Source: an optimization exercise on an open RTL-to-GDS flow (aim: small area and a short achievable clock period). Production flows keep margins and buffers that such runs may drop. RTL that was checked went through simulation tests only; none was proved equivalent to the original. Function not checked in runs 2 and 3: the RTL went through the layout flow alone. Power figures rest on the tool's default switching activity, not on a simulated workload.

### flow/run.sh
#!/bin/bash
# The standard layout (the standard.sh, standard synthesis unchanged), with
# two options: the port buffers are buf_2 cells, and the setup repair aims at
# a slack margin of 7.5 ns.  ORFS keeps each step's log in orfs/logs; the make
# output goes to standard.log.
set -o pipefail
bash standard.sh BUFFER_PORTS_ARGS="-buffer_cell sky130_fd_sc_hd__buf_2" SETUP_SLACK_MARGIN=7.5 finish > standard.log 2>&1
### standard.sh
#!/bin/bash
# synth_recipe.tcl (not shown) runs the flow's synth.tcl, then flattens the netlist and writes it again
# the make line also repeats each setting of config.mk as NAME=value (left out here)
make -C /OpenROAD-flow-scripts/flow DESIGN_CONFIG=/design/flow/config.mk WORK_HOME=/design/flow/orfs CLKGATE_MAP_FILE= SYNTH_SCRIPT=/design/flow/synth_recipe.tcl "${@:-finish}"
### config.mk
export PLATFORM = sky130hd
export DESIGN_NAME = mac
export DESIGN_NICKNAME = mac
export VERILOG_FILES = /design/flow/design.v
export SDC_FILE = /design/flow/constraint.sdc
export NUM_CORES = 4
export LEC_CHECK = 0
export CAP_MARGIN = 20
export CORE_MARGIN = 2
export CORE_UTILIZATION = 40
export SLEW_MARGIN = 20
export SYNTH_HIERARCHICAL = 1
### constraint.sdc
create_clock -name core_clock -period 12.5 [get_ports {clk}]
set_input_delay 2.5000 -clock core_clock [delete_from_list [all_inputs] [get_ports {clk}]]
set_output_delay 2.5000 -clock core_clock [all_outputs]
set_load 0.01 [all_outputs]
### design.v
`timescale 1ns / 1ps
module full_adder(
    input a_in,
    input b_in,
    input c_in,
    output sum,
    output carry
    );
    assign sum=a_in^b_in^c_in;
    assign carry=(a_in & b_in)|(b_in & c_in)|(a_in & c_in);
endmodule
`timescale 1ns / 1ps
module genericadder(a_in, b_in, c_in, sum, carry);
    parameter width=24;
    input [width-1:0] a_in, b_in;
    input c_in;
    output [width-1:0] sum;
    output carry;
    wire[width:0] c;
    genvar i;
    assign c[0] = c_in;
    generate
    for(i=0; i<width; i=i+1)
    begin : Adder_gen
    full_adder dut(a_in[i],b_in[i],c[i],sum[i],c[i+1]);
    end
    endgenerate
    assign carry = c[width];
    endmodule
`timescale 1ns / 1ps
module multiplier(a_in, b_in, prod);
    parameter width = 12;
    input [width-1:0] a_in;
    input [width-1:0] b_in;
    output [2*width-1:0] prod;
    assign prod = a_in * b_in;
endmodule
module mac(
     input [11:0] Ain,
     input [11:0] Bin,
     input clk,reset,
     output [24:0] Mac_out
);
    reg [24:0] acc_s;
    reg [24:4] acc_c;
    wire pp0_0 = ~(Ain[0] & Bin[0]);
    wire pp0_1 = ~(Ain[0] & Bin[1]);
    wire pp0_2 = ~(Ain[0] & Bin[2]);
    wire pp0_3 = ~(Ain[0] & Bin[3]);
    wire pp0_4 = ~(Ain[0] & Bin[4]);
    wire pp0_5 = ~(Ain[0] & Bin[5]);
    wire pp0_6 = ~(Ain[0] & Bin[6]);
    wire pp0_7 = ~(Ain[0] & Bin[7]);
    wire pp0_8 = ~(Ain[0] & Bin[8]);
    wire pp0_9 = ~(Ain[0] & Bin[9]);
    wire pp0_10 = ~(Ain[0] & Bin[10]);
    wire pp0_11 = ~(Ain[0] & Bin[11]);
    wire pp1_0 = ~(Ain[1] & Bin[0]);
    wire pp1_1 = ~(Ain[1] & Bin[1]);
    wire pp1_2 = ~(Ain[1] & Bin[2]);
    wire pp1_3 = ~(Ain[1] & Bin[3]);
    wire pp1_4 = ~(Ain[1] & Bin[4]);
    wire pp1_5 = ~(Ain[1] & Bin[5]);
    wire pp1_6 = ~(Ain[1] & Bin[6]);
    wire pp1_7 = ~(Ain[1] & Bin[7]);
    wire pp1_8 = ~(Ain[1] & Bin[8]);
    wire pp1_9 = ~(Ain[1] & Bin[9]);
    wire pp1_10 = ~(Ain[1] & Bin[10]);
    wire pp1_11 = ~(Ain[1] & Bin[11]);
    wire pp2_0 = ~(Ain[2] & Bin[0]);
    wire pp2_1 = ~(Ain[2] & Bin[1]);
    wire pp2_2 = ~(Ain[2] & Bin[2]);
    wire pp2_3 = ~(Ain[2] & Bin[3]);
    wire pp2_4 = ~(Ain[2] & Bin[4]);
    wire pp2_5 = ~(Ain[2] & Bin[5]);
    wire pp2_6 = ~(Ain[2] & Bin[6]);
    wire pp2_7 = ~(Ain[2] & Bin[7]);
    wire pp2_8 = ~(Ain[2] & Bin[8]);
    wire pp2_9 = ~(Ain[2] & Bin[9]);
    wire pp2_10 = ~(Ain[2] & Bin[10]);
    wire pp2_11 = ~(Ain[2] & Bin[11]);
    wire pp3_0 = ~(Ain[3] & Bin[0]);
    wire pp3_1 = ~(Ain[3] & Bin[1]);
    wire pp3_2 = ~(Ain[3] & Bin[2]);
    wire pp3_3 = ~(Ain[3] & Bin[3]);
    wire pp3_4 = ~(Ain[3] & Bin[4]);
    wire pp3_5 = ~(Ain[3] & Bin[5]);
    wire pp3_6 = ~(Ain[3] & Bin[6]);
    wire pp3_7 = ~(Ain[3] & Bin[7]);
    wire pp3_8 = ~(Ain[3] & Bin[8]);
    wire pp3_9 = ~(Ain[3] & Bin[9]);
    wire pp3_10 = ~(Ain[3] & Bin[10]);
    wire pp3_11 = ~(Ain[3] & Bin[11]);
    wire pp4_0 = ~(Ain[4] & Bin[0]);
    wire pp4_1 = ~(Ain[4] & Bin[1]);
    wire pp4_2 = ~(Ain[4] & Bin[2]);
    wire pp4_3 = ~(Ain[4] & Bin[3]);
    wire pp4_4 = ~(Ain[4] & Bin[4]);
    wire pp4_5 = ~(Ain[4] & Bin[5]);
    wire pp4_6 = ~(Ain[4] & Bin[6]);
    wire pp4_7 = ~(Ain[4] & Bin[7]);
    wire pp4_8 = ~(Ain[4] & Bin[8]);
    wire pp4_9 = ~(Ain[4] & Bin[9]);
    wire pp4_10 = ~(Ain[4] & Bin[10]);
    wire pp4_11 = ~(Ain[4] & Bin[11]);
    wire pp5_0 = ~(Ain[5] & Bin[0]);
    wire pp5_1 = ~(Ain[5] & Bin[1]);
    wire pp5_2 = ~(Ain[5] & Bin[2]);
    wire pp5_3 = ~(Ain[5] & Bin[3]);
    wire pp5_4 = ~(Ain[5] & Bin[4]);
    wire pp5_5 = ~(Ain[5] & Bin[5]);
    wire pp5_6 = ~(Ain[5] & Bin[6]);
    wire pp5_7 = ~(Ain[5] & Bin[7]);
    wire pp5_8 = ~(Ain[5] & Bin[8]);
    wire pp5_9 = ~(Ain[5] & Bin[9]);
    wire pp5_10 = ~(Ain[5] & Bin[10]);
    wire pp5_11 = ~(Ain[5] & Bin[11]);
    wire pp6_0 = ~(Ain[6] & Bin[0]);
    wire pp6_1 = ~(Ain[6] & Bin[1]);
    wire pp6_2 = ~(Ain[6] & Bin[2]);
    wire pp6_3 = ~(Ain[6] & Bin[3]);
    wire pp6_4 = ~(Ain[6] & Bin[4]);
    wire pp6_5 = ~(Ain[6] & Bin[5]);
    wire pp6_6 = ~(Ain[6] & Bin[6]);
    wire pp6_7 = ~(Ain[6] & Bin[7]);
    wire pp6_8 = ~(Ain[6] & Bin[8]);
    wire pp6_9 = ~(Ain[6] & Bin[9]);
    wire pp6_10 = ~(Ain[6] & Bin[10]);
    wire pp6_11 = ~(Ain[6] & Bin[11]);
    wire pp7_0 = ~(Ain[7] & Bin[0]);
    wire pp7_1 = ~(Ain[7] & Bin[1]);
    wire pp7_2 = ~(Ain[7] & Bin[2]);
    wire pp7_3 = ~(Ain[7] & Bin[3]);
    wire pp7_4 = ~(Ain[7] & Bin[4]);
    wire pp7_5 = ~(Ain[7] & Bin[5]);
    wire pp7_6 = ~(Ain[7] & Bin[6]);
    wire pp7_7 = ~(Ain[7] & Bin[7]);
    wire pp7_8 = ~(Ain[7] & Bin[8]);
    wire pp7_9 = ~(Ain[7] & Bin[9]);
    wire pp7_10 = ~(Ain[7] & Bin[10]);
    wire pp7_11 = ~(Ain[7] & Bin[11]);
    wire pp8_0 = ~(Ain[8] & Bin[0]);
    wire pp8_1 = ~(Ain[8] & Bin[1]);
    wire pp8_2 = ~(Ain[8] & Bin[2]);
    wire pp8_3 = ~(Ain[8] & Bin[3]);
    wire pp8_4 = ~(Ain[8] & Bin[4]);
    wire pp8_5 = ~(Ain[8] & Bin[5]);
    wire pp8_6 = ~(Ain[8] & Bin[6]);
    wire pp8_7 = ~(Ain[8] & Bin[7]);
    wire pp8_8 = ~(Ain[8] & Bin[8]);
    wire pp8_9 = ~(Ain[8] & Bin[9]);
    wire pp8_10 = ~(Ain[8] & Bin[10]);
    wire pp8_11 = ~(Ain[8] & Bin[11]);
    wire pp9_0 = ~(Ain[9] & Bin[0]);
    wire pp9_1 = ~(Ain[9] & Bin[1]);
    wire pp9_2 = ~(Ain[9] & Bin[2]);
    wire pp9_3 = ~(Ain[9] & Bin[3]);
    wire pp9_4 = ~(Ain[9] & Bin[4]);
    wire pp9_5 = ~(Ain[9] & Bin[5]);
    wire pp9_6 = ~(Ain[9] & Bin[6]);
    wire pp9_7 = ~(Ain[9] & Bin[7]);
    wire pp9_8 = ~(Ain[9] & Bin[8]);
    wire pp9_9 = ~(Ain[9] & Bin[9]);
    wire pp9_10 = ~(Ain[9] & Bin[10]);
    wire pp9_11 = ~(Ain[9] & Bin[11]);
    wire pp10_0 = ~(Ain[10] & Bin[0]);
    wire pp10_1 = ~(Ain[10] & Bin[1]);
    wire pp10_2 = ~(Ain[10] & Bin[2]);
    wire pp10_3 = ~(Ain[10] & Bin[3]);
    wire pp10_4 = ~(Ain[10] & Bin[4]);
    wire pp10_5 = ~(Ain[10] & Bin[5]);
    wire pp10_6 = ~(Ain[10] & Bin[6]);
    wire pp10_7 = ~(Ain[10] & Bin[7]);
    wire pp10_8 = ~(Ain[10] & Bin[8]);
    wire pp10_9 = ~(Ain[10] & Bin[9]);
    wire pp10_10 = ~(Ain[10] & Bin[10]);
    wire pp10_11 = ~(Ain[10] & Bin[11]);
    wire pp11_0 = ~(Ain[11] & Bin[0]);
    wire pp11_1 = ~(Ain[11] & Bin[1]);
    wire pp11_2 = ~(Ain[11] & Bin[2]);
    wire pp11_3 = ~(Ain[11] & Bin[3]);
    wire pp11_4 = ~(Ain[11] & Bin[4]);
    wire pp11_5 = ~(Ain[11] & Bin[5]);
    wire pp11_6 = ~(Ain[11] & Bin[6]);
    wire pp11_7 = ~(Ain[11] & Bin[7]);
    wire pp11_8 = ~(Ain[11] & Bin[8]);
    wire pp11_9 = ~(Ain[11] & Bin[9]);
    wire pp11_10 = ~(Ain[11] & Bin[10]);
    wire pp11_11 = ~(Ain[11] & Bin[11]);
    wire na_s0 = ~acc_s[0];
    wire na_s1 = ~acc_s[1];
    wire na_s2 = ~acc_s[2];
    wire na_s3 = ~acc_s[3];
    wire na_s4 = ~acc_s[4];
    wire na_c4 = ~acc_c[4];
    wire na_s5 = ~acc_s[5];
    wire na_c5 = ~acc_c[5];
    wire na_s6 = ~acc_s[6];
    wire na_c6 = ~acc_c[6];
    wire na_s7 = ~acc_s[7];
    wire na_c7 = ~acc_c[7];
    wire na_s8 = ~acc_s[8];
    wire na_c8 = ~acc_c[8];
    wire na_s9 = ~acc_s[9];
    wire na_c9 = ~acc_c[9];
    wire na_s10 = ~acc_s[10];
    wire na_c10 = ~acc_c[10];
    wire na_s11 = ~acc_s[11];
    wire na_c11 = ~acc_c[11];
    wire na_s12 = ~acc_s[12];
    wire na_c12 = ~acc_c[12];
    wire na_s13 = ~acc_s[13];
    wire na_c13 = ~acc_c[13];
    wire na_s14 = ~acc_s[14];
    wire na_c14 = ~acc_c[14];
    wire na_s15 = ~acc_s[15];
    wire na_c15 = ~acc_c[15];
    wire na_s16 = ~acc_s[16];
    wire na_c16 = ~acc_c[16];
    wire na_s17 = ~acc_s[17];
    wire na_c17 = ~acc_c[17];
    wire na_s18 = ~acc_s[18];
    wire na_c18 = ~acc_c[18];
    wire na_s19 = ~acc_s[19];
    wire na_c19 = ~acc_c[19];
    wire na_s20 = ~acc_s[20];
    wire na_c20 = ~acc_c[20];
    wire na_s21 = ~acc_s[21];
    wire na_c21 = ~acc_c[21];
    wire na_s22 = ~acc_s[22];
    wire na_c22 = ~acc_c[22];
    wire na_s23 = ~acc_s[23];
    wire na_c23 = ~acc_c[23];
    wire na_s24 = ~acc_s[24];
    wire na_c24 = ~acc_c[24];
    wire s1, c2;
    wire s3, c4;
    wire s5, c6;
    wire s7, c8;
    wire s9, c10;
    wire s11, c12;
    wire s13, c14;
    wire s15, c16;
    wire s17, c18;
    wire s19, c20;
    wire s21, c22;
    wire s23, c24;
    wire s25, c26;
    wire s27, c28;
    wire s29, c30;
    wire s31, c32;
    wire s33, c34;
    wire s35, c36;
    wire s37, c38;
    wire s39, c40;
    wire s41, c42;
    wire s43, c44;
    wire s45, c46;
    wire s47, c48;
    wire s49, c50;
    wire s51, c52;
    wire s53, c54;
    wire s55, c56;
    wire s57, c58;
    wire s59, c60;
    wire s61, c62;
    wire s63, c64;
    wire s65, c66;
    wire s67, c68;
    wire s69, c70;
    wire s71, c72;
    wire s73, c74;
    wire s75, c76;
    wire s77, c78;
    wire s79, c80;
    wire s81, c82;
    wire s83, c84;
    wire s85, c86;
    wire s87, c88;
    wire s89, c90;
    wire s91, c92;
    wire s93, c94;
    wire s95, c96;
    wire s97, c98;
    wire s99, c100;
    wire s101, c102;
    wire s103, c104;
    wire s105, c106;
    wire s107, c108;
    wire s109, c110;
    wire s111, c112;
    wire s113, c114;
    wire s115, c116;
    wire s117, c118;
    wire s119, c120;
    wire s121, c122;
    wire s123, c124;
    wire s125, c126;
    wire s127, c128;
    wire s129, c130;
    wire s131, c132;
    wire s133, c134;
    wire s135, c136;
    wire s137, c138;
    wire s139, c140;
    wire s141, c142;
    wire s143, c144;
    wire s145, c146;
    wire s147, c148;
    wire s149, c150;
    wire s151, c152;
    wire s153, c154;
    wire s155, c156;
    wire s157, c158;
    wire s159, c160;
    wire s161, c162;
    wire s163, c164;
    wire s165, c166;
    wire s167, c168;
    wire s169, c170;
    wire s171, c172;
    wire s173, c174;
    wire s175, c176;
    wire s177, c178;
    wire s179, c180;
    wire s181, c182;
    wire s183, c184;
    wire s185, c186;
    wire s187, c188;
    wire s189, c190;
    wire s191, c192;
    wire s193, c194;
    wire s195, c196;
    wire s197, c198;
    wire s199, c200;
    wire s201, c202;
    wire s203, c204;
    wire s205, c206;
    wire s207, c208;
    wire s209, c210;
    wire s211, c212;
    wire s213, c214;
    wire s215, c216;
    wire s217, c218;
    wire s219, c220;
    wire s221, c222;
    wire s223, c224;
    wire s225, c226;
    wire s227, c228;
    wire s229, c230;
    wire s231, c232;
    wire s233, c234;
    wire s235, c236;
    wire s237, c238;
    wire s239, c240;
    wire s241, c242;
    wire s243, c244;
    wire s245, c246;
    wire s247, c248;
    wire s249, c250;
    wire s251, c252;
    wire s253, c254;
    wire s255, c256;
    wire s257, c258;
    wire s259, c260;
    wire s261, c262;
    wire s263, c264;
    wire s265, c266;
    wire s267, c268;
    wire s269, c270;
    wire s271, c272;
    wire s273, c274;
    wire s275, c276;
    wire s277, c278;
    wire s279, c280;
    wire s281, c282;
    wire s283, c284;
    wire s285, c286;
    wire s287, c288;
    wire s289, c290;
    wire s291, c292;
    wire s293, c294;
    wire s295, c296;
    wire s297, c298;
    wire s299, c300;
    wire s301, c302;
    wire s303, c304;
    wire s305, c306;
    wire s307, c308;
    wire s309, c310;
    wire s311, c312;
    wire s313, c314;
    xnor2m h0s (na_s0, pp0_0, s1);
    or2m h0c (na_s0, pp0_0, c2);
    xnor2m h1s (na_s1, pp0_1, s3);
    or2m h1c (na_s1, pp0_1, c4);
    full_adder f2 (c2, s3, pp1_0, s5, c6);
    xnor2m h3s (na_s2, pp0_2, s7);
    or2m h3c (na_s2, pp0_2, c8);
    full_adder f4 (s7, pp2_0, pp1_1, s9, c10);
    full_adder f5 (c6, s9, c4, s11, c12);
    xnor2m h6s (na_s3, pp0_3, s13);
    or2m h6c (na_s3, pp0_3, c14);
    full_adder f7 (pp3_0, pp2_1, pp1_2, s15, c16);
    full_adder f8 (s15, c8, s13, s17, c18);
    full_adder f9 (c12, s17, c10, s19, c20);
    xnor2m h10s (na_s4, na_c4, s21);
    or2m h10c (na_s4, na_c4, c22);
    full_adder f11 (pp1_3, pp0_4, s21, s23, c24);
    full_adder f12 (pp4_0, pp3_1, pp2_2, s25, c26);
    full_adder f13 (s23, c16, c14, s27, c28);
    full_adder f14 (s27, c18, s25, s29, c30);
    xnor2m h15s (na_s5, na_c5, s31);
    or2m h15c (na_s5, na_c5, c32);
    full_adder f16 (pp0_5, c22, s31, s33, c34);
    full_adder f17 (pp3_2, pp2_3, pp1_4, s35, c36);
    full_adder f18 (c24, pp5_0, pp4_1, s37, c38);
    full_adder f19 (s35, s33, c26, s39, c40);
    full_adder f20 (s39, c28, s37, s41, c42);
    xnor2m h21s (na_s6, na_c6, s43);
    or2m h21c (na_s6, na_c6, c44);
    full_adder f22 (pp0_6, c32, s43, s45, c46);
    full_adder f23 (pp3_3, pp2_4, pp1_5, s47, c48);
    full_adder f24 (pp6_0, pp5_1, pp4_2, s49, c50);
    full_adder f25 (s45, c36, c34, s51, c52);
    full_adder f26 (c38, s49, s47, s53, c54);
    full_adder f27 (s53, s51, c40, s55, c56);
    xnor2m h28s (na_s7, na_c7, s57);
    or2m h28c (na_s7, na_c7, c58);
    full_adder f29 (pp0_7, c44, s57, s59, c60);
    full_adder f30 (pp3_4, pp2_5, pp1_6, s61, c62);
    full_adder f31 (pp6_1, pp5_2, pp4_3, s63, c64);
    full_adder f32 (c48, c46, pp7_0, s65, c66);
    full_adder f33 (s61, s59, c50, s67, c68);
    full_adder f34 (s65, c52, s63, s69, c70);
    full_adder f35 (s69, c54, s67, s71, c72);
    xnor2m h36s (na_s8, na_c8, s73);
    or2m h36c (na_s8, na_c8, c74);
    full_adder f37 (pp0_8, c58, s73, s75, c76);
    full_adder f38 (pp3_5, pp2_6, pp1_7, s77, c78);
    full_adder f39 (pp6_2, pp5_3, pp4_4, s79, c80);
    full_adder f40 (c60, pp8_0, pp7_1, s81, c82);
    full_adder f41 (s75, c64, c62, s83, c84);
    full_adder f42 (c66, s79, s77, s85, c86);
    full_adder f43 (s83, c68, s81, s87, c88);
    full_adder f44 (s87, c70, s85, s89, c90);
    xnor2m h45s (na_s9, na_c9, s91);
    or2m h45c (na_s9, na_c9, c92);
    full_adder f46 (pp0_9, c74, s91, s93, c94);
    full_adder f47 (pp3_6, pp2_7, pp1_8, s95, c96);
    full_adder f48 (pp6_3, pp5_4, pp4_5, s97, c98);
    full_adder f49 (pp9_0, pp8_1, pp7_2, s99, c100);
    full_adder f50 (c80, c78, c76, s101, c102);
    full_adder f51 (s97, s95, s93, s103, c104);
    full_adder f52 (c84, c82, s99, s105, c106);
    full_adder f53 (c86, s103, s101, s107, c108);
    full_adder f54 (s107, s105, c88, s109, c110);
    xnor2m h55s (na_s10, na_c10, s111);
    or2m h55c (na_s10, na_c10, c112);
    full_adder f56 (pp0_10, c92, s111, s113, c114);
    full_adder f57 (pp3_7, pp2_8, pp1_9, s115, c116);
    full_adder f58 (pp6_4, pp5_5, pp4_6, s117, c118);
    full_adder f59 (pp9_1, pp8_2, pp7_3, s119, c120);
    full_adder f60 (c96, c94, pp10_0, s121, c122);
    full_adder f61 (s113, c100, c98, s123, c124);
    full_adder f62 (s119, s117, s115, s125, c126);
    full_adder f63 (c104, s121, c102, s127, c128);
    full_adder f64 (c106, s125, s123, s129, c130);
    full_adder f65 (s129, c108, s127, s131, c132);
    xnor2m h66s (na_s11, na_c11, s133);
    or2m h66c (na_s11, na_c11, c134);
    full_adder f67 (pp0_11, c112, s133, s135, c136);
    full_adder f68 (pp3_8, pp2_9, pp1_10, s137, c138);
    full_adder f69 (pp6_5, pp5_6, pp4_7, s139, c140);
    full_adder f70 (pp9_2, pp8_3, pp7_4, s141, c142);
    full_adder f71 (c114, pp11_0, pp10_1, s143, c144);
    full_adder f72 (c120, c118, c116, s145, c146);
    full_adder f73 (s139, s137, s135, s147, c148);
    full_adder f74 (c124, c122, s141, s149, c150);
    full_adder f75 (s145, c126, s143, s151, c152);
    full_adder f76 (s149, c128, s147, s153, c154);
    full_adder f77 (s153, c130, s151, s155, c156);
    xnor2m h78s (na_s12, na_c12, s157);
    or2m h78c (na_s12, na_c12, c158);
    full_adder f79 (pp1_11, c134, s157, s159, c160);
    full_adder f80 (pp4_8, pp3_9, pp2_10, s161, c162);
    full_adder f81 (pp7_5, pp6_6, pp5_7, s163, c164);
    full_adder f82 (pp10_2, pp9_3, pp8_4, s165, c166);
    full_adder f83 (c138, c136, pp11_1, s167, c168);
    full_adder f84 (s159, c142, c140, s169, c170);
    full_adder f85 (s165, s163, s161, s171, c172);
    full_adder f86 (s167, c146, c144, s173, c174);
    full_adder f87 (s171, s169, c148, s175, c176);
    full_adder f88 (s173, c152, c150, s177, c178);
    full_adder f89 (s177, c154, s175, s179, c180);
    full_adder f90 (c158, na_c13, na_s13, s181, c182);
    full_adder f91 (pp3_10, pp2_11, s181, s183, c184);
    full_adder f92 (pp6_7, pp5_8, pp4_9, s185, c186);
    full_adder f93 (pp9_4, pp8_5, pp7_6, s187, c188);
    full_adder f94 (c160, pp11_2, pp10_3, s189, c190);
    full_adder f95 (c166, c164, c162, s191, c192);
    full_adder f96 (s187, s185, s183, s193, c194);
    full_adder f97 (s189, c170, c168, s195, c196);
    full_adder f98 (s193, s191, c172, s197, c198);
    full_adder f99 (c176, s195, c174, s199, c200);
    full_adder f100 (s199, c178, s197, s201, c202);
    full_adder f101 (c182, na_c14, na_s14, s203, c204);
    full_adder f102 (pp4_10, pp3_11, s203, s205, c206);
    full_adder f103 (pp7_7, pp6_8, pp5_9, s207, c208);
    full_adder f104 (pp10_4, pp9_5, pp8_6, s209, c210);
    full_adder f105 (c186, c184, pp11_3, s211, c212);
    full_adder f106 (s207, s205, c188, s213, c214);
    full_adder f107 (c192, c190, s209, s215, c216);
    full_adder f108 (s213, c194, s211, s217, c218);
    full_adder f109 (c198, s215, c196, s219, c220);
    full_adder f110 (s219, c200, s217, s221, c222);
    full_adder f111 (c204, na_c15, na_s15, s223, c224);
    full_adder f112 (pp5_10, pp4_11, s223, s225, c226);
    full_adder f113 (pp8_7, pp7_8, pp6_9, s227, c228);
    full_adder f114 (pp11_4, pp10_5, pp9_6, s229, c230);
    full_adder f115 (c210, c208, c206, s231, c232);
    full_adder f116 (s229, s227, s225, s233, c234);
    full_adder f117 (s231, c214, c212, s235, c236);
    full_adder f118 (c218, c216, s233, s237, c238);
    full_adder f119 (s237, c220, s235, s239, c240);
    full_adder f120 (c224, na_c16, na_s16, s241, c242);
    full_adder f121 (pp7_9, pp6_10, pp5_11, s243, c244);
    full_adder f122 (pp10_6, pp9_7, pp8_8, s245, c246);
    full_adder f123 (c226, s241, pp11_5, s247, c248);
    full_adder f124 (s243, c230, c228, s249, c250);
    full_adder f125 (s247, c232, s245, s251, c252);
    full_adder f126 (c236, s249, c234, s253, c254);
    full_adder f127 (c238, s253, s251, s255, c256);
    full_adder f128 (pp6_11, na_c17, na_s17, s257, c258);
    full_adder f129 (pp9_8, pp8_9, pp7_10, s259, c260);
    full_adder f130 (c242, pp11_6, pp10_7, s261, c262);
    full_adder f131 (s257, c246, c244, s263, c264);
    full_adder f132 (c248, s261, s259, s265, c266);
    full_adder f133 (c252, s263, c250, s267, c268);
    full_adder f134 (s267, c254, s265, s269, c270);
    full_adder f135 (pp7_11, na_c18, na_s18, s271, c272);
    full_adder f136 (pp10_8, pp9_9, pp8_10, s273, c274);
    full_adder f137 (c260, c258, pp11_7, s275, c276);
    full_adder f138 (s273, s271, c262, s277, c278);
    full_adder f139 (s277, s275, c264, s279, c280);
    full_adder f140 (c268, s279, c266, s281, c282);
    full_adder f141 (pp8_11, na_c19, na_s19, s283, c284);
    full_adder f142 (pp11_8, pp10_9, pp9_10, s285, c286);
    full_adder f143 (s283, c274, c272, s287, c288);
    full_adder f144 (c278, c276, s285, s289, c290);
    full_adder f145 (s289, c280, s287, s291, c292);
    full_adder f146 (pp9_11, na_c20, na_s20, s293, c294);
    full_adder f147 (c284, pp11_9, pp10_10, s295, c296);
    full_adder f148 (c288, s293, c286, s297, c298);
    full_adder f149 (s297, c290, s295, s299, c300);
    full_adder f150 (pp10_11, na_c21, na_s21, s301, c302);
    full_adder f151 (s301, c294, pp11_10, s303, c304);
    full_adder f152 (c298, s303, c296, s305, c306);
    full_adder f153 (pp11_11, na_c22, na_s22, s307, c308);
    full_adder f154 (c304, s307, c302, s309, c310);
    full_adder f155 (c308, na_c23, na_s23, s311, c312);
    xnor2m h156s (na_s24, na_c24, s313);
    or2m h156c (na_s24, na_c24, c314);
    wire [24:0] ns = {s313, s311, s309, c300, c292, s291, c270, c256, c240, c222, c202, c180, c156, c132, c110, c90, c72, c56, c42, c30, s29, s19, s11, s5, s1};
    wire [24:4] nc = {c312, c310, c306, s305, s299, c282, s281, s269, s255, s239, s221, s201, s179, s155, s131, s109, s89, s71, s55, s41, c20};
    always @(posedge clk) begin
        acc_s <= ~(ns | {25{reset}});
        acc_c <= ~(nc | {21{reset}});
    end
    assign Mac_out = acc_s + {acc_c, 4'd0};
endmodule
module fa_fast(input a, input b, input c, output sum, output carry);
    wire ab;
    xor2m x1 (a, b, ab);
    xor2m x2 (ab, c, sum);
    maj3m m1 (a, b, c, carry);
endmodule
module xor2m(input a, input b, output y);
    assign y = a ^ b;
endmodule
module xnor2m(input a, input b, output y);
    assign y = ~(a ^ b);
endmodule
module or2m(input a, input b, output y);
    assign y = a | b;
endmodule
module maj3m(input a, input b, input c, output y);
    assign y = (a & b) | (a & c) | (b & c);
endmodule
==> results of run 1 <==
[power by group through the flow]
stage | clock network, mW | logic (mW) | registers (mW)
floorplan | 0 | 0.872 | 0.231
global placement | 0 | 1.13 | 0.243
detailed placement | 0 | 1.16 | 0.243
CTS | 0.140 | 1.17 | 0.241
global route | 0.145 | 1.34 | 0.247
finish | 0.137 | 1.15 | 0.241
[metal layers]
layer,global-route usage (%),vias up,share of wire (%)
met1,23.28,2221,38
li1,-,1941,-
met5,0,-,0
met3,2.404,37,3.7
met2,38.63,105,55
met4,5.559,0,2.9
[per-module statistics from Yosys (local to each module, per instance)]
module | cells inside | cell area (µm²) | copies in the design | flops+latches
mac | 448 | 2929 | 1 | 46
full_adder | 1 | 20.02 | 143 | 0
xnor2m | 1 | 8.758 | 14 | 0
or2m | 1 | 6.256 | 13 | 0
[critical path, cell delays in order]
cell and delay (ns):
buf_6 0.16, nand2_2 0.08, fa_2 0.57, fa_2 0.44, fa_2 0.35, fa_1 0.45
fa_1 0.50, nor2_1 0.04
[logic make-up (layout without fill, tap and decap cells)]
| logic type | Yosys count | after routing | synth area share (%) |
|---|---|---|---|
| simple gates | 240 | 240 | 16.38 |
| fa+ha+maj | 164 | 164 | 52.25 |
| buf+inv | 84 | 108 | 5.509 |
| compound gates | 53 | 53 | 5.948 |
| flops | 46 | 46 | 15.36 |
| xor+xnor | 30 | 30 | 4.382 |
| mux | 1 | 1 | 0.1670 |
[repair_timing]
action                                  in CTS  in global routing
resized for setup                           35                 31
pin swaps                                    0                  7
endpoints found under the setup margin      19                 14
[per-stage QoR]
stage	std cells	util, %	cell area (µm²)	worst slack (ns)	power, mW
global placement	818	44.82	6539	7.042	1.371
CTS	826	46.52	6787	7.487	1.550
detailed placement	818	44.82	6539	6.980	1.398
floorplan	618	-	6509	7.392	1.103
global route	826	47.34	6907	7.456	1.729
finish	826	47.34	6907	7.538	1.526
[cell usage after synthesis, drive strengths merged (2+ instances only)]
library cell,count,area [µm²]
xnor2,23,201.4
dfxtp,46,920.9
buf,7,41.29
or2,13,81.33
inv,50,187.7
o21ai,7,35.03
o221ai,2,17.52
a31oi,2,12.51
xor2,7,61.31
a21o,6,45.04
nor2b,3,18.77
fa,144,2883
or3,2,12.51
o211ai,4,35.03
nand2,154,578.1
clkbuf,27,101.4
and4,2,17.52
a21oi,20,100.1
o211a,2,20.02
nor2,54,202.7
nand3,2,10.01
and3,2,12.51
ha,20,250.2
and2,2,13.77
nor3,3,15.01
[area by class of cell]
class,instances,area share [%]
multi-input cells,488,72.46
flip-flops and latches,46,13.35
repair buffers,50,5.996
well taps,184,3.333
inverters,50,2.717
clock buffers,7,2.065
clock inverters,1,0.07246
[flip-flops by register name, summed over array words and instances (netlist names)]
name   count
acc_c     21
acc_s     25
[worst max-delay path by stage]
stage / from / to / slack [ns] / cells past startpoint
CTS: Bin[10] / acc_c[14] / 7.49 / 8
detailed placement: Bin[10] / acc_c[14] / 6.98 / 8
floorplan: Bin[5] / acc_c[13] / 7.39 / 8
global placement: Bin[10] / acc_c[14] / 7.04 / 8
finish: Ain[9] / acc_c[13] / 7.54 / 8
global route: acc_s[4] / Mac_out[18] / 7.46 / 9
==> key figures, run 1 <==
Yosys
  – Post-synth EDFFs: 0
  – Unique masters post-synth: 42
  – Syn nets: a little over 800
  – Sequential-to-total area share from yosys stat: 15.36%
  – Main synth FF type: dfxtp_1
  – Syn avg cell area: 9.702 µm²
  – Mapped Area: ~6000 µm²
  – Async S/R FF share, synth: 0%
  – Syn Inst Count: approximately 620
  – Yosys warns: 7
  – Synth Register Bits: between 40 and 50

Setup path
  – CP Launch Type: primary input
  – Reg2Reg Setup Slack: roughly 7.8 ns
  – CP arrival: ~5.1 ns
  – R2R cell count: 11
  – Worst-path maximum fanout: 12
  – WP data required: 12.64 ns
  – WS Path Type: in2reg
  – Worst setup EP type: flip-flop
  – RR Startpoint: acc_c[12]
  – Terminus of the critical flop-to-flop path: acc_c[18]

Clocking
  – Clock Root Buffer: clkbuf_16
  – CTS tree: done
  – Postcts setup bufs: 0
  – Clock Latency Late Sink: ~0.29 ns
  – H-tree depth: 2
  – Num CTS Buffers: 5
  – Hold buffers post-CTS: 0
  – CTS Buffer Depth: 2
  – Worst-path clk slew: around 0.060 ns
  – Sink Count: 46

Global routing
  – Largest net degree at the start of global routing: 47
  – Vias in the first global route: around 5,000
  – First-pass GRT wire length: ~25,000 µm
  – Tot GR Track Use: approximately a fifth
  – Initial antenna violation count: 0
  – Total gr overflow: 0

Min path
  – Min-Delay Path Depth: 3
  – Hold EP: acc_s[0]
  – Hold_sp: acc_s[0]
  – Hold Crit Class: reg2reg

Layout
  – Most frequent cells in the layout: nand2_1 (132), fa_1 (89), fa_2 (55), nor2_1 (54), inv_1 (50)
  – Reg area: 922.1 µm²
  – Diodes inserted: 0
  – Count of nets after finishing: a little over 800
  – Area growth syn-to-layout: 15.19%
  – Layout cells sized above 1: around 23%
  – Multi-input gate area: ~5000 µm²
  – Most common cell after layout, fill and taps aside: nand2_1
  – Fill count: between 1,000 and 1,500

Pwr
  – Max IR drop VDD: a little under 0.1 mV
  – Sw Share: between 40% and 50%
  – Reg power frac: between 10% and 20%
  – Power per cell area: between 200 and 250 nW/µm²
  – Clk pwr share: ~9%
  – Internal: ~800 µW
  – Gate power share: about three quarters
  – Switching Power: ~700 µW
  – Leakage: ~2.6 nW

Timing
  – Fin. max-slew vios: 0
  – Skew final: between 0.007 and 0.008 ns
  – Min Hold Slack: ~0.55 ns
  – Fmax: about 200 MHz
  – Worst Max-Slew Pin Slew: between 0.9 and 1 ns
  – RSZ-0062 raised after global routing: yes
  – Part of the cycle the worst path needs: between 30 and 40%
  – Endpoints failing setup: 0
  – Crit path time final: about 5.0 ns
  – Max-slew headroom: about two fifths
  – Setup TNS: 0 ns
  – Final hold violation count: 0

Floorplanning
  – IO Count: 51
  – Row cnt: 44
  – Initial core utilization: roughly 40%
  – DIE HEIGHT: approximately 130 µm
  – Core footprint: between 10,000 and 15,000 µm²
  – Die Width: about 130 µm
  – Die ar.: ~16,000 µm²

Job
  – Max-Cap Viols: 0

Placement
  – Dpl hpwl: about 12,000 µm
  – IO Port Bufs: 50
  – Placer Congestion: roughly 0.83

Routing
  – Drt pass-1 iters: 4
  – Vias: 4,304
  – DRT iter0 DRCs: 154
  – Drt drc: 0
  – Drt wl/cell: approximately 18 µm
  – Via/cell ratio: ~5.2
  – WL final: roughly 15,000 µm
  – Remaining antenna violation count: 0

Status
  – Status: finished clean
==> inputs of run 2 (changes only) <==
--- a/design.v
+++ b/design.v
@@ -395,169 +395,169 @@
     xnor2m h1s (na_s1, pp0_1, s3);
     or2m h1c (na_s1, pp0_1, c4);
-    full_adder f2 (c2, s3, pp1_0, s5, c6);
+    full_adder f2 (pp1_0, s3, c2, s5, c6);
     xnor2m h3s (na_s2, pp0_2, s7);
     or2m h3c (na_s2, pp0_2, c8);
-    full_adder f4 (s7, pp2_0, pp1_1, s9, c10);
-    full_adder f5 (c6, s9, c4, s11, c12);
+    full_adder f4 (pp1_1, pp2_0, s7, s9, c10);
+    full_adder f5 (c4, s9, c6, s11, c12);
     xnor2m h6s (na_s3, pp0_3, s13);
     or2m h6c (na_s3, pp0_3, c14);
-    full_adder f7 (pp3_0, pp2_1, pp1_2, s15, c16);
-    full_adder f8 (s15, c8, s13, s17, c18);
-    full_adder f9 (c12, s17, c10, s19, c20);
+    full_adder f7 (pp1_2, pp2_1, pp3_0, s15, c16);
+    full_adder f8 (s13, c8, s15, s17, c18);
+    full_adder f9 (c10, s17, c12, s19, c20);
     xnor2m h10s (na_s4, na_c4, s21);
     or2m h10c (na_s4, na_c4, c22);
-    full_adder f11 (pp1_3, pp0_4, s21, s23, c24);
-    full_adder f12 (pp4_0, pp3_1, pp2_2, s25, c26);
-    full_adder f13 (s23, c16, c14, s27, c28);
-    full_adder f14 (s27, c18, s25, s29, c30);
+    full_adder f11 (s21, pp0_4, pp1_3, s23, c24);
+    full_adder f12 (pp2_2, pp3_1, pp4_0, s25, c26);
+    full_adder f13 (c14, c16, s23, s27, c28);
+    full_adder f14 (s25, c18, s27, s29, c30);
     xnor2m h15s (na_s5, na_c5, s31);
     or2m h15c (na_s5, na_c5, c32);
-    full_adder f16 (pp0_5, c22, s31, s33, c34);
-    full_adder f17 (pp3_2, pp2_3, pp1_4, s35, c36);
-    full_adder f18 (c24, pp5_0, pp4_1, s37, c38);
-    full_adder f19 (s35, s33, c26, s39, c40);
-    full_adder f20 (s39, c28, s37, s41, c42);
+    full_adder f16 (s31, c22, pp0_5, s33, c34);
+    full_adder f17 (pp1_4, pp2_3, pp3_2, s35, c36);
+    full_adder f18 (pp4_1, pp5_0, c24, s37, c38);
+    full_adder f19 (c26, s33, s35, s39, c40);
+    full_adder f20 (s37, c28, s39, s41, c42);
     xnor2m h21s (na_s6, na_c6, s43);
     or2m h21c (na_s6, na_c6, c44);
-    full_adder f22 (pp0_6, c32, s43, s45, c46);
-    full_adder f23 (pp3_3, pp2_4, pp1_5, s47, c48);
-    full_adder f24 (pp6_0, pp5_1, pp4_2, s49, c50);
-    full_adder f25 (s45, c36, c34, s51, c52);
-    full_adder f26 (c38, s49, s47, s53, c54);
-    full_adder f27 (s53, s51, c40, s55, c56);
+    full_adder f22 (s43, c32, pp0_6, s45, c46);
+    full_adder f23 (pp1_5, pp2_4, pp3_3, s47, c48);
+    full_adder f24 (pp4_2, pp5_1, pp6_0, s49, c50);
+    full_adder f25 (c34, c36, s45, s51, c52);
+    full_adder f26 (s47, s49, c38, s53, c54);
+    full_adder f27 (c40, s51, s53, s55, c56);
     xnor2m h28s (na_s7, na_c7, s57);
     or2m h28c (na_s7, na_c7, c58);
-    full_adder f29 (pp0_7, c44, s57, s59, c60);
-    full_adder f30 (pp3_4, pp2_5, pp1_6, s61, c62);
-    full_adder f31 (pp6_1, pp5_2, pp4_3, s63, c64);
-    full_adder f32 (c48, c46, pp7_0, s65, c66);
-    full_adder f33 (s61, s59, c50, s67, c68);
-    full_adder f34 (s65, c52, s63, s69, c70);
-    full_adder f35 (s69, c54, s67, s71, c72);
+    full_adder f29 (s57, c44, pp0_7, s59, c60);
+    full_adder f30 (pp1_6, pp2_5, pp3_4, s61, c62);
+    full_adder f31 (pp4_3, pp5_2, pp6_1, s63, c64);
+    full_adder f32 (pp7_0, c46, c48, s65, c66);
+    full_adder f33 (c50, s59, s61, s67, c68);
+    full_adder f34 (s63, c52, s65, s69, c70);
+    full_adder f35 (s67, c54, s69, s71, c72);
     xnor2m h36s (na_s8, na_c8, s73);
     or2m h36c (na_s8, na_c8, c74);
-    full_adder f37 (pp0_8, c58, s73, s75, c76);
-    full_adder f38 (pp3_5, pp2_6, pp1_7, s77, c78);
-    full_adder f39 (pp6_2, pp5_3, pp4_4, s79, c80);
-    full_adder f40 (c60, pp8_0, pp7_1, s81, c82);
-    full_adder f41 (s75, c64, c62, s83, c84);
-    full_adder f42 (c66, s79, s77, s85, c86);
-    full_adder f43 (s83, c68, s81, s87, c88);
-    full_adder f44 (s87, c70, s85, s89, c90);
+    full_adder f37 (s73, c58, pp0_8, s75, c76);
+    full_adder f38 (pp1_7, pp2_6, pp3_5, s77, c78);
+    full_adder f39 (pp4_4, pp5_3, pp6_2, s79, c80);
+    full_adder f40 (pp7_1, pp8_0, c60, s81, c82);
+    full_adder f41 (c62, c64, s75, s83, c84);
+    full_adder f42 (s77, s79, c66, s85, c86);
+    full_adder f43 (s81, c68, s83, s87, c88);
+    full_adder f44 (s85, c70, s87, s89, c90);
     xnor2m h45s (na_s9, na_c9, s91);
     or2m h45c (na_s9, na_c9, c92);
-    full_adder f46 (pp0_9, c74, s91, s93, c94);
-    full_adder f47 (pp3_6, pp2_7, pp1_8, s95, c96);
-    full_adder f48 (pp6_3, pp5_4, pp4_5, s97, c98);
-    full_adder f49 (pp9_0, pp8_1, pp7_2, s99, c100);
-    full_adder f50 (c80, c78, c76, s101, c102);
-    full_adder f51 (s97, s95, s93, s103, c104);
-    full_adder f52 (c84, c82, s99, s105, c106);
-    full_adder f53 (c86, s103, s101, s107, c108);
-    full_adder f54 (s107, s105, c88, s109, c110);
+    full_adder f46 (s91, c74, pp0_9, s93, c94);
+    full_adder f47 (pp1_8, pp2_7, pp3_6, s95, c96);
+    full_adder f48 (pp4_5, pp5_4, pp6_3, s97, c98);
+    full_adder f49 (pp7_2, pp8_1, pp9_0, s99, c100);
+    full_adder f50 (c76, c78, c80, s101, c102);
+    full_adder f51 (s93, s95, s97, s103, c104);
+    full_adder f52 (s99, c82, c84, s105, c106);
+    full_adder f53 (s101, s103, c86, s107, c108);
+    full_adder f54 (c88, s105, s107, s109, c110);
     xnor2m h55s (na_s10, na_c10, s111);
     or2m h55c (na_s10, na_c10, c112);
-    full_adder f56 (pp0_10, c92, s111, s113, c114);
-    full_adder f57 (pp3_7, pp2_8, pp1_9, s115, c116);
-    full_adder f58 (pp6_4, pp5_5, pp4_6, s117, c118);
-    full_adder f59 (pp9_1, pp8_2, pp7_3, s119, c120);
-    full_adder f60 (c96, c94, pp10_0, s121, c122);
-    full_adder f61 (s113, c100, c98, s123, c124);
-    full_adder f62 (s119, s117, s115, s125, c126);
-    full_adder f63 (c104, s121, c102, s127, c128);
-    full_adder f64 (c106, s125, s123, s129, c130);
-    full_adder f65 (s129, c108, s127, s131, c132);
+    full_adder f56 (s111, c92, pp0_10, s113, c114);
+    full_adder f57 (pp1_9, pp2_8, pp3_7, s115, c116);
+    full_adder f58 (pp4_6, pp5_5, pp6_4, s117, c118);
+    full_adder f59 (pp7_3, pp8_2, pp9_1, s119, c120);
+    full_adder f60 (pp10_0, c94, c96, s121, c122);
+    full_adder f61 (c98, c100, s113, s123, c124);
+    full_adder f62 (s115, s117, s119, s125, c126);
+    full_adder f63 (c102, s121, c104, s127, c128);
+    full_adder f64 (s123, s125, c106, s129, c130);
+    full_adder f65 (s127, c108, s129, s131, c132);
     xnor2m h66s (na_s11, na_c11, s133);
     or2m h66c (na_s11, na_c11, c134);
-    full_adder f67 (pp0_11, c112, s133, s135, c136);
-    full_adder f68 (pp3_8, pp2_9, pp1_10, s137, c138);
-    full_adder f69 (pp6_5, pp5_6, pp4_7, s139, c140);
-    full_adder f70 (pp9_2, pp8_3, pp7_4, s141, c142);
-    full_adder f71 (c114, pp11_0, pp10_1, s143, c144);
-    full_adder f72 (c120, c118, c116, s145, c146);
-    full_adder f73 (s139, s137, s135, s147, c148);
-    full_adder f74 (c124, c122, s141, s149, c150);
-    full_adder f75 (s145, c126, s143, s151, c152);
-    full_adder f76 (s149, c128, s147, s153, c154);
-    full_adder f77 (s153, c130, s151, s155, c156);
+    full_adder f67 (s133, c112, pp0_11, s135, c136);
+    full_adder f68 (pp1_10, pp2_9, pp3_8, s137, c138);
+    full_adder f69 (pp4_7, pp5_6, pp6_5, s139, c140);
+    full_adder f70 (pp7_4, pp8_3, pp9_2, s141, c142);
+    full_adder f71 (pp10_1, pp11_0, c114, s143, c144);
+    full_adder f72 (c116, c118, c120, s145, c146);
+    full_adder f73 (s135, s137, s139, s147, c148);
+    full_adder f74 (s141, c122, c124, s149, c150);
+    full_adder f75 (s143, c126, s145, s151, c152);
+    full_adder f76 (s147, c128, s149, s153, c154);
+    full_adder f77 (s151, c130, s153, s155, c156);
     xnor2m h78s (na_s12, na_c12, s157);
     or2m h78c (na_s12, na_c12, c158);
-    full_adder f79 (pp1_11, c134, s157, s159, c160);
-    full_adder f80 (pp4_8, pp3_9, pp2_10, s161, c162);
-    full_adder f81 (pp7_5, pp6_6, pp5_7, s163, c164);
-    full_adder f82 (pp10_2, pp9_3, pp8_4, s165, c166);
-    full_adder f83 (c138, c136, pp11_1, s167, c168);
-    full_adder f84 (s159, c142, c140, s169, c170);
-    full_adder f85 (s165, s163, s161, s171, c172);
-    full_adder f86 (s167, c146, c144, s173, c174);
-    full_adder f87 (s171, s169, c148, s175, c176);
-    full_adder f88 (s173, c152, c150, s177, c178);
-    full_adder f89 (s177, c154, s175, s179, c180);
-    full_adder f90 (c158, na_c13, na_s13, s181, c182);
-    full_adder f91 (pp3_10, pp2_11, s181, s183, c184);
-    full_adder f92 (pp6_7, pp5_8, pp4_9, s185, c186);
-    full_adder f93 (pp9_4, pp8_5, pp7_6, s187, c188);
-    full_adder f94 (c160, pp11_2, pp10_3, s189, c190);
-    full_adder f95 (c166, c164, c162, s191, c192);
-    full_adder f96 (s187, s185, s183, s193, c194);
-    full_adder f97 (s189, c170, c168, s195, c196);
-    full_adder f98 (s193, s191, c172, s197, c198);
-    full_adder f99 (c176, s195, c174, s199, c200);
-    full_adder f100 (s199, c178, s197, s201, c202);
-    full_adder f101 (c182, na_c14, na_s14, s203, c204);
-    full_adder f102 (pp4_10, pp3_11, s203, s205, c206);
-    full_adder f103 (pp7_7, pp6_8, pp5_9, s207, c208);
-    full_adder f104 (pp10_4, pp9_5, pp8_6, s209, c210);
-    full_adder f105 (c186, c184, pp11_3, s211, c212);
-    full_adder f106 (s207, s205, c188, s213, c214);
-    full_adder f107 (c192, c190, s209, s215, c216);
-    full_adder f108 (s213, c194, s211, s217, c218);
-    full_adder f109 (c198, s215, c196, s219, c220);
-    full_adder f110 (s219, c200, s217, s221, c222);
-    full_adder f111 (c204, na_c15, na_s15, s223, c224);
-    full_adder f112 (pp5_10, pp4_11, s223, s225, c226);
-    full_adder f113 (pp8_7, pp7_8, pp6_9, s227, c228);
-    full_adder f114 (pp11_4, pp10_5, pp9_6, s229, c230);
-    full_adder f115 (c210, c208, c206, s231, c232);
-    full_adder f116 (s229, s227, s225, s233, c234);
-    full_adder f117 (s231, c214, c212, s235, c236);
-    full_adder f118 (c218, c216, s233, s237, c238);
-    full_adder f119 (s237, c220, s235, s239, c240);
-    full_adder f120 (c224, na_c16, na_s16, s241, c242);
-    full_adder f121 (pp7_9, pp6_10, pp5_11, s243, c244);
-    full_adder f122 (pp10_6, pp9_7, pp8_8, s245, c246);
-    full_adder f123 (c226, s241, pp11_5, s247, c248);
-    full_adder f124 (s243, c230, c228, s249, c250);
-    full_adder f125 (s247, c232, s245, s251, c252);
-    full_adder f126 (c236, s249, c234, s253, c254);
-    full_adder f127 (c238, s253, s251, s255, c256);
-    full_adder f128 (pp6_11, na_c17, na_s17, s257, c258);
-    full_adder f129 (pp9_8, pp8_9, pp7_10, s259, c260);
-    full_adder f130 (c242, pp11_6, pp10_7, s261, c262);
-    full_adder f131 (s257, c246, c244, s263, c264);
-    full_adder f132 (c248, s261, s259, s265, c266);
-    full_adder f133 (c252, s263, c250, s267, c268);
-    full_adder f134 (s267, c254, s265, s269, c270);
-    full_adder f135 (pp7_11, na_c18, na_s18, s271, c272);
-    full_adder f136 (pp10_8, pp9_9, pp8_10, s273, c274);
-    full_adder f137 (c260, c258, pp11_7, s275, c276);
-    full_adder f138 (s273, s271, c262, s277, c278);
-    full_adder f139 (s277, s275, c264, s279, c280);
-    full_adder f140 (c268, s279, c266, s281, c282);
-    full_adder f141 (pp8_11, na_c19, na_s19, s283, c284);
-    full_adder f142 (pp11_8, pp10_9, pp9_10, s285, c286);
-    full_adder f143 (s283, c274, c272, s287, c288);
-    full_adder f144 (c278, c276, s285, s289, c290);
-    full_adder f145 (s289, c280, s287, s291, c292);
-    full_adder f146 (pp9_11, na_c20, na_s20, s293, c294);
-    full_adder f147 (c284, pp11_9, pp10_10, s295, c296);
-    full_adder f148 (c288, s293, c286, s297, c298);
-    full_adder f149 (s297, c290, s295, s299, c300);
-    full_adder f150 (pp10_11, na_c21, na_s21, s301, c302);
-    full_adder f151 (s301, c294, pp11_10, s303, c304);
-    full_adder f152 (c298, s303, c296, s305, c306);
-    full_adder f153 (pp11_11, na_c22, na_s22, s307, c308);
-    full_adder f154 (c304, s307, c302, s309, c310);
-    full_adder f155 (c308, na_c23, na_s23, s311, c312);
+    full_adder f79 (s157, c134, pp1_11, s159, c160);
+    full_adder f80 (pp2_10, pp3_9, pp4_8, s161, c162);
+    full_adder f81 (pp5_7, pp6_6, pp7_5, s163, c164);
+    full_adder f82 (pp8_4, pp9_3, pp10_2, s165, c166);
+    full_adder f83 (pp11_1, c136, c138, s167, c168);
+    full_adder f84 (c140, c142, s159, s169, c170);
+    full_adder f85 (s161, s163, s165, s171, c172);
+    full_adder f86 (c144, c146, s167, s173, c174);
+    full_adder f87 (c148, s169, s171, s175, c176);
+    full_adder f88 (c150, c152, s173, s177, c178);
+    full_adder f89 (s175, c154, s177, s179, c180);
+    full_adder f90 (na_s13, na_c13, c158, s181, c182);
+    full_adder f91 (s181, pp2_11, pp3_10, s183, c184);
+    full_adder f92 (pp4_9, pp5_8, pp6_7, s185, c186);
+    full_adder f93 (pp7_6, pp8_5, pp9_4, s187, c188);
+    full_adder f94 (pp10_3, pp11_2, c160, s189, c190);
+    full_adder f95 (c162, c164, c166, s191, c192);
+    full_adder f96 (s183, s185, s187, s193, c194);
+    full_adder f97 (c168, c170, s189, s195, c196);
+    full_adder f98 (c172, s191, s193, s197, c198);
+    full_adder f99 (c174, s195, c176, s199, c200);
+    full_adder f100 (s197, c178, s199, s201, c202);
+    full_adder f101 (na_s14, na_c14, c182, s203, c204);
+    full_adder f102 (s203, pp3_11, pp4_10, s205, c206);
+    full_adder f103 (pp5_9, pp6_8, pp7_7, s207, c208);
+    full_adder f104 (pp8_6, pp9_5, pp10_4, s209, c210);
+    full_adder f105 (pp11_3, c184, c186, s211, c212);
+    full_adder f106 (c188, s205, s207, s213, c214);
+    full_adder f107 (s209, c190, c192, s215, c216);
+    full_adder f108 (s211, c194, s213, s217, c218);
+    full_adder f109 (c196, s215, c198, s219, c220);
+    full_adder f110 (s217, c200, s219, s221, c222);
+    full_adder f111 (na_s15, na_c15, c204, s223, c224);
+    full_adder f112 (s223, pp4_11, pp5_10, s225, c226);
+    full_adder f113 (pp6_9, pp7_8, pp8_7, s227, c228);
+    full_adder f114 (pp9_6, pp10_5, pp11_4, s229, c230);
+    full_adder f115 (c206, c208, c210, s231, c232);
+    full_adder f116 (s225, s227, s229, s233, c234);
+    full_adder f117 (c212, c214, s231, s235, c236);
+    full_adder f118 (s233, c216, c218, s237, c238);
+    full_adder f119 (s235, c220, s237, s239, c240);
+    full_adder f120 (na_s16, na_c16, c224, s241, c242);
+    full_adder f121 (pp5_11, pp6_10, pp7_9, s243, c244);
+    full_adder f122 (pp8_8, pp9_7, pp10_6, s245, c246);
+    full_adder f123 (pp11_5, s241, c226, s247, c248);
+    full_adder f124 (c228, c230, s243, s249, c250);
+    full_adder f125 (s245, c232, s247, s251, c252);
+    full_adder f126 (c234, s249, c236, s253, c254);
+    full_adder f127 (s251, s253, c238, s255, c256);
+    full_adder f128 (na_s17, na_c17, pp6_11, s257, c258);
+    full_adder f129 (pp7_10, pp8_9, pp9_8, s259, c260);
+    full_adder f130 (pp10_7, pp11_6, c242, s261, c262);
+    full_adder f131 (c244, c246, s257, s263, c264);
+    full_adder f132 (s259, s261, c248, s265, c266);
+    full_adder f133 (c250, s263, c252, s267, c268);
+    full_adder f134 (s265, c254, s267, s269, c270);
+    full_adder f135 (na_s18, na_c18, pp7_11, s271, c272);
+    full_adder f136 (pp8_10, pp9_9, pp10_8, s273, c274);
+    full_adder f137 (pp11_7, c258, c260, s275, c276);
+    full_adder f138 (c262, s271, s273, s277, c278);
+    full_adder f139 (c264, s275, s277, s279, c280);
+    full_adder f140 (c266, s279, c268, s281, c282);
+    full_adder f141 (na_s19, na_c19, pp8_11, s283, c284);
+    full_adder f142 (pp9_10, pp10_9, pp11_8, s285, c286);
+    full_adder f143 (c272, c274, s283, s287, c288);
+    full_adder f144 (s285, c276, c278, s289, c290);
+    full_adder f145 (s287, c280, s289, s291, c292);
+    full_adder f146 (na_s20, na_c20, pp9_11, s293, c294);
+    full_adder f147 (pp10_10, pp11_9, c284, s295, c296);
+    full_adder f148 (c286, s293, c288, s297, c298);
+    full_adder f149 (s295, c290, s297, s299, c300);
+    full_adder f150 (na_s21, na_c21, pp10_11, s301, c302);
+    full_adder f151 (pp11_10, c294, s301, s303, c304);
+    full_adder f152 (c296, s303, c298, s305, c306);
+    full_adder f153 (na_s22, na_c22, pp11_11, s307, c308);
+    full_adder f154 (c302, s307, c304, s309, c310);
+    full_adder f155 (na_s23, na_c23, c308, s311, c312);
     xnor2m h156s (na_s24, na_c24, s313);
     or2m h156c (na_s24, na_c24, c314);
==> run 2 against run 1 <==
Net effect: core utilization increased by 1.0 points; hold slack improved by 0.0012 ns; first-iteration DRC count grew 53%; die area stayed put; largest power group unchanged; count of clock-buffer cells in the layout decreased by 1; global-route usage increased by 0.092 points; via count grew 2.0%; register-to-register slack better by 0.34 ns; combinational power is essentially flat.
==> key figures, run 2 <==
Status
  – Status: finished clean

Pwr
  – Leakage: 2.689 nW (+4.5%)
  – Sw Share: 46.64% (+0.58 points)
  – Switching Power: 716.1 µW (+1.9%)
  – Gate power share: 75.6% (+0.3 points)
  – Reg power frac: 15.6% (-0.2 points)
  – Power per cell area: 217.5 nW/µm² (-1.6%)
  – Max IR drop VDD: 0.1417 mV (+47%)
  – Total power: 1.535 mW (+0.62%)
  – Internal: 819.3 µW (-0.46%)
  – Clk pwr share: 8.8% (about the same)

Timing
  – Setup TNS: 0 ns (unchanged)
  – Max-slew headroom: 36.10% (-3.6 points)
  – Part of the cycle the worst path needs: 39.60% (-0.099 points)
  – Fin. max-slew vios: 0 (unchanged)
  – Min Hold Slack: 0.5475 ns (+0.001232 ns)
  – Final hold violation count: 0 (unchanged)
  – Endpoints failing setup: 0 (unchanged)
  – RSZ-0062 raised after global routing: yes
  – Final worst slack: 7.550 ns (+0.01240 ns)
  – Crit path time final: 4.950 ns (-0.01240 ns)
  – Skew final: 0.003447 ns (-0.003760 ns)
  – Worst Max-Slew Pin Slew: 0.9585 ns (+0.05358 ns)
  – Fmax: 202.0 MHz (+0.25%)

Routing
  – WL met1: 5978 µm (+5.7%)
  – Met3 Wirelength: 566 µm (+3.9%)
  – DRT iter0 DRCs: 235 (+53%)
  – WL final: 15,110 µm (+2.6%)
  – Vias: 4,390 (+2.0%)
  – Drt pass-1 iters: 4 (unchanged)
  – DR top layer: met4
  – Via/cell ratio: 5.195 (-0.30%)
  – Drt wl/cell: 17.88 µm (+0.34%)
  – Drt drc: 0 (unchanged)
  – Remaining antenna violation count: 0 (unchanged)
  – Routed wl met2: 8292 µm (+2.5%)

Layout
  – Diodes inserted: 0 (unchanged)
  – Final core occ: 48.39% (+1.0 points)
  – Reg area: 920.9 µm² (-0.14%)
  – Most common cell after layout, fill and taps aside: nand2_1
  – Non-filler cells, final: 845 (+2.3%)
  – Layout cells sized above 1: 22.69% (-0.36 points)
  – Top flop regs: acc_s (25), acc_c (21)
  – Post-route cell area: 7059 µm² (+2.2%)
  – Multi-input gate area: 4955 µm² (-1.0%)
  – Fill count: 1,346 (-0.52%)
  – Count of nets after finishing: 851 (+2.4%)
  – Area growth syn-to-layout: 17.74%
  – Most frequent cells in the layout: nand2_1 (138), fa_1 (99), nor2_1 (54), inv_1 (50), dfxtp_1 (46)
  – Max FFs per register: 25 (unchanged)
  – Most flops, register: acc_s

Yosys
  – Synth top area cells: fa_1 (48%), dfxtp_1 (15%), nand2_1 (9.6%)
  – Unique masters post-synth: 42 (unchanged)
  – Sequential-to-total area share from yosys stat: 15.36% (unchanged)
  – Post-synth EDFFs: 0 (unchanged)
  – Yosys warns: 7 (unchanged)
  – Async S/R FF share, synth: 0% (unchanged)
  – Syn nets: 808 (unchanged)
  – Mapped Area: 5996 µm² (unchanged)
  – Top-area cell type share of the netlist area: 48.08% (unchanged)
  – Syn Inst Count: 618 (unchanged)
  – Count leader, synth: nand2_1
  – Main synth FF type: dfxtp_1
  – Synth Register Bits: 46 (unchanged)
  – Syn avg cell area: 9.702 µm² (unchanged)
  – Synth top cells by count: nand2_1 (154), fa_1 (144), nor2_1 (54), inv_1 (50), dfxtp_1 (46)
  – Leading area contributor after synthesis: fa_1

Global routing
  – Vias in the first global route: 4,892 (-2.3%)
  – Largest net degree at the start of global routing: 47 (unchanged)
  – Initial antenna violation count: 0 (unchanged)
  – First-pass GRT wire length: 25,020 µm (-0.63%)
  – Total gr overflow: 0 (unchanged)
  – Tot GR Track Use: 20.14% (+0.092 points)

Setup path
  – CP Launch Type: primary input
  – Critical path origin: Bin[11]
  – RR Startpoint: acc_c[12]
  – CP arrival: 5.10 ns (about the same)
  – Worst-path maximum fanout: 7 (-5)
  – WP data required: 12.65 ns (about the same)
  – Reg2Reg Setup Slack: 8.11 ns (+0.34 ns)
  – Worst setup EP type: flip-flop
  – WS Path Type: in2reg

Placement
  – Placed Cells: 818 (unchanged)
  – DP Worst Slack: 7.025 ns (+0.04544 ns)
  – IO Port Bufs: 50 (unchanged)
  – Placed instance area: 6484 µm² (-0.84%)
  – Dpl hpwl: 11,920 µm (+0.79%)
  – Placer Congestion: 0.8009 (-3.2%)

Min path
  – Hold_sp: acc_s[24]
  – Hold Crit Class: reg2reg

Clocking
  – CTS tree: done
  – Sink Count: 46 (unchanged)
  – CTS Buffer Depth: 2 (unchanged)
  – Num CTS Buffers: 5 (unchanged)
  – H-tree depth: 2 (unchanged)
  – Clock Latency Late Sink: 0.30 ns (about the same)
  – Clock Root Buffer: clkbuf_16
  – Hold buffers post-CTS: 0 (unchanged)
  – Worst-path clk slew: 0.06 ns (about the same)

Floorplanning
  – Row cnt: 44 (unchanged)
  – Die Width: 126.4 µm (unchanged)
  – DIE HEIGHT: 126.4 µm (unchanged)
  – Die ar.: 15,980 µm² (unchanged)
  – Core footprint: 14,590 µm² (unchanged)
  – IO Count: 51 (unchanged)
  – Initial core utilization: 41.10% (unchanged)

Job
  – Max-Cap Viols: 0 (unchanged)
-- run 2: cell types whose count changed in the layout (fill, tap and decap cells not counted), sizes merged --
cell,before,now
buf,49,68
clkinv,1,0
clkinvlp,0,1
-- run 2: final timing paths --
path	end	cells past startpoint
worst max-delay path	acc_c[12]	8
worst min-delay path	acc_s[24]	3
worst max register to register	acc_c[18]	11
worst min register to register	acc_s[24]	3
-- run 2: final cells by class --
class	count	share of cell area [%]
Multi-Input combinational cell	488	70.19
Clock inverter	1	0.1063
Tap cell	184	3.261
Sequential cell	46	13.05
Timing Repair Buffer	70	8.915
Clock buffer	6	1.826
Inverter	50	2.659
-- run 2: logic make-up (layout without fill, tap and decap cells) --
| kind of cell | after synthesis | count (layout) | synth area share, % |
|---|---|---|---|
| muxes | 1 | 1 | 0.1670 |
| DFF | 46 | 46 | 15.36 |
| AOI/OAI and AO/OA | 53 | 53 | 5.948 |
| xor gates and xnor gates | 30 | 30 | 4.382 |
| buffers and inverters | 84 | 127 | 5.509 |
| and+or+nand+nor | 240 | 240 | 16.38 |
| adders and majority gates | 164 | 164 | 52.25 |
-- run 2: timing repair --
action,CTS,global route
endpoints found under the setup margin,13,11
pin swaps,3,13
buffers inserted,0,20
gates resized for setup,30,57
-- run 2: critical path, cell delays in order --
cell	delay (ns)
buf_12	0.10
nand2_4	0.05
fa_2	0.38
fa_2	0.55
fa_1	0.45
fa_1	0.50
fa_1	0.53
nor2_1	0.04
-- run 2: power by group through the flow --
stage | sequential (mW) | combinational (mW) | clock, mW
floorplan | 0.231 | 0.863 | 0
global placement | 0.244 | 1.13 | 0
detailed placement | 0.243 | 1.15 | 0
CTS | 0.241 | 1.17 | 0.139
global route | 0.246 | 1.34 | 0.144
finish | 0.240 | 1.16 | 0.135
-- run 2: per-module statistics from Yosys, one instance, submodules excluded --
module | times used | cells | flip-flops and latches | area [µm²]
xnor2m | 14 | 1 | 0 | 8.758
mac | 1 | 448 | 46 | 2929
full_adder | 143 | 1 | 0 | 20.02
or2m | 13 | 1 | 0 | 6.256
-- run 2: per-layer routing --
metal	vias to the layer above	track usage [%]
li1	1976	-
met1	2306	25.09
met2	93	35.73
met3	15	3.163
met4	0	6.723
met5	-	0
==> inputs of run 3 (changes only) <==
--- a/config.mk
+++ b/config.mk
@@ -8,5 +8,6 @@
 export CAP_MARGIN = 20
 export CORE_MARGIN = 2
-export CORE_UTILIZATION = 40
+export CORE_UTILIZATION = 60
+export CTS_BUF_LIST = sky130_fd_sc_hd__clkbuf_4 sky130_fd_sc_hd__clkbuf_8
 export SLEW_MARGIN = 20
 export SYNTH_HIERARCHICAL = 1
==> run 3 against run 2 <==
Net effect: count of clock-buffer cells in the layout unchanged; combinational power about the same; critical path depth unchanged; largest power group unchanged; hold slack improved by 0.0079 ns; largest cell class unchanged.
==> key figures, run 3 <==
Pwr
  – Switching Power: 732.5 µW (+2.3%)
  – Leakage: 2.542 nW (-5.5%)
  – Gate power share: 76.6% (+1.0 points)
  – Internal: 809.6 µW (-1.2%)
  – Max IR drop VDD: 0.1539 mV (+8.7%)

Timing
  – Worst Max-Slew Pin Slew: 0.8888 ns (-0.06968 ns)
  – Skew final: 0.01220 ns (+0.008752 ns)
  – RSZ-0062 raised after global routing: yes
  – Max-slew headroom: 40.75% (+4.6 points)

Placement
  – Placed instance area: 6420 µm² (-0.98%)
  – Dpl hpwl: 12,090 µm (+1.5%)

Yosys
  – Post-synth EDFFs: 0 (unchanged)
  – Count leader, synth: nand2_1
  – Top-area cell type share of the netlist area: 48.08% (unchanged)

Routing
  – DRT iter0 DRCs: 210 (-11%)
  – Drt drc: 0 (unchanged)
  – WL final: 15,320 µm (+1.4%)
  – Drt pass-1 iters: 5 (+1)

Status
  – Status: finished clean

Floorplanning
  – Row cnt: 36 (-18%)
  – Initial core utilization: 61.63% (+21 points)

Global routing
  – Total gr overflow: 0 (unchanged)
  – Vias in the first global route: 4,997 (+2.1%)
  – Largest net degree at the start of global routing: 47 (unchanged)
  – Tot GR Track Use: 30.62% (+10 points)

Layout
  – Count of nets after finishing: 831 (-2.4%)
  – Most flops, register: acc_s
  – Layout cells sized above 1: 19.94% (-2.8 points)
  – Max FFs per register: 25 (unchanged)

Clocking
  – CTS tree: done
  – H-tree depth: 2 (unchanged)

Setup path
  – WP data required: 12.67 ns (+0.02 ns)
  – CP Launch Type: primary input

Min path
  – Hold Crit Class: reg2reg
==> run 3: worst paths after layout <==
path / start / end / cells past startpoint
hold reg to reg: acc_s[24] / acc_s[24] / 3
setup reg to reg: acc_c[12] / acc_c[17] / 11
setup / recovery: Bin[6] / acc_c[12] / 8
hold / removal: acc_s[24] / acc_s[24] / 3
==> run 3: power groups by stage <==
stage / Sequential (mW) / Combinational, mW / Clock (mW)
floorplan: 0.231 / 0.863 / 0
global placement: 0.243 / 1.14 / 0
detailed placement: 0.243 / 1.17 / 0
finish: 0.243 / 1.18 / 0.118
global route: 0.249 / 1.36 / 0.126
CTS: 0.240 / 1.18 / 0.119
==> run 3: repair_timing <==
item	in CTS	in global routing
gates cloned	0	0
hold endpoints to repair	0	0
resized for setup	24	34
pin swaps	1	10
endpoints found under the setup margin	14	14
==> run 3: logic make-up (layout without fill, tap and decap cells) <==
logic type                 after synthesis  in the layout  share of synthesized area [%]
DFF                                     46             46                          15.36
xor gates and xnor gates                30             30                          4.382
muxes                                    1              1                         0.1670
adders and majority gates              164            164                          52.25
AOI/OAI and AO/OA                       53             53                          5.948
and+or+nand+nor                        240            240                          16.38
buffers and inverters                   84            108                          5.509
==> run 3: Yosys stat by module, one instance, submodules excluded <==
module / cells / area [µm²] / copies in the design / flip-flops and latches
or2m: 1 / 6.256 / 13 / 0
xnor2m: 1 / 8.758 / 14 / 0
mac: 448 / 2929 / 1 / 46
full_adder: 1 / 20.02 / 143 / 0
==> run 3: routing by layer <==
metal	wire length, µm	part of all wire [%]	up-vias	global-route usage (%)
li1	-	-	1938	-
met1	5561	36	2298	36.08
met2	8238	54	158	54.98
met3	999	6.5	51	6.704
met4	516	3.4	0	11.29
met5	0	0	-	0
==> run 3: layout make-up <==
class	instances	area (µm²)	area share (%)
Inverter	50	187.7	2.787
Clock inverter	2	37.54	0.5574
Multi-Input combinational cell	488	4950	73.50
Sequential cell	46	922.1	13.69
Clock buffer	6	76.32	1.133
Tap cell	133	166.4	2.471
Timing Repair Buffer	50	394.1	5.853
==> run 3: through the flow <==
| stage | total power, mW | utilization (%) | setup WS [ns] | hold WS [ns] | instances |
|---|---|---|---|---|---|
| after CTS | 1.544 | 67.77 | 7.488 | 0.5639 | 775 |
| after floorplan | 1.094 | - | 7.375 | 0.5034 | 618 |
| after global routing | 1.730 | 69.21 | 7.432 | 0.6054 | 775 |
| after detailed placement | 1.414 | 65.99 | 7.010 | 0.5365 | 767 |
| after global placement | 1.387 | 65.99 | 7.048 | 0.5164 | 767 |
| final | 1.542 | 69.21 | 7.543 | 0.5554 | 775 |
==> run 3: tightest hold or removal path, cell delays in order, from the launching register on <==
cell and delay [ns]:
dfxtp_1 0.33, inv_1 0.06, xnor2_1 0.06, nor2_1 0.08

what the ideal ports hide:
How much do the figures lean on ideal ports? The routed layouts below were timed once more, with nothing changed but the port constraints.
Step 1 sets driving cells, clkbuf_16 on the clock port and buf_2 on the other inputs (assumed; they add their load-dependent delay and slew).
Step 2, shift: input delay + t, output delay - t, t = (earliest + latest rising clock arrival at the registers) / 2. This alone moves slack from input paths to output paths.
Slacks: no drivers / after step 1 / after step 2; pairs: no drivers / after step 1.
run | shift t [ns] | setup WS [ns]
run 1 | 0.322 | 7.538 / 7.535 / 7.213
run 2 | 0.346 | 7.550 / 7.520 / 7.184
run 3 | 0.342 | 7.543 / 7.532 / 7.191
After both steps every run listed still meets setup and hold.
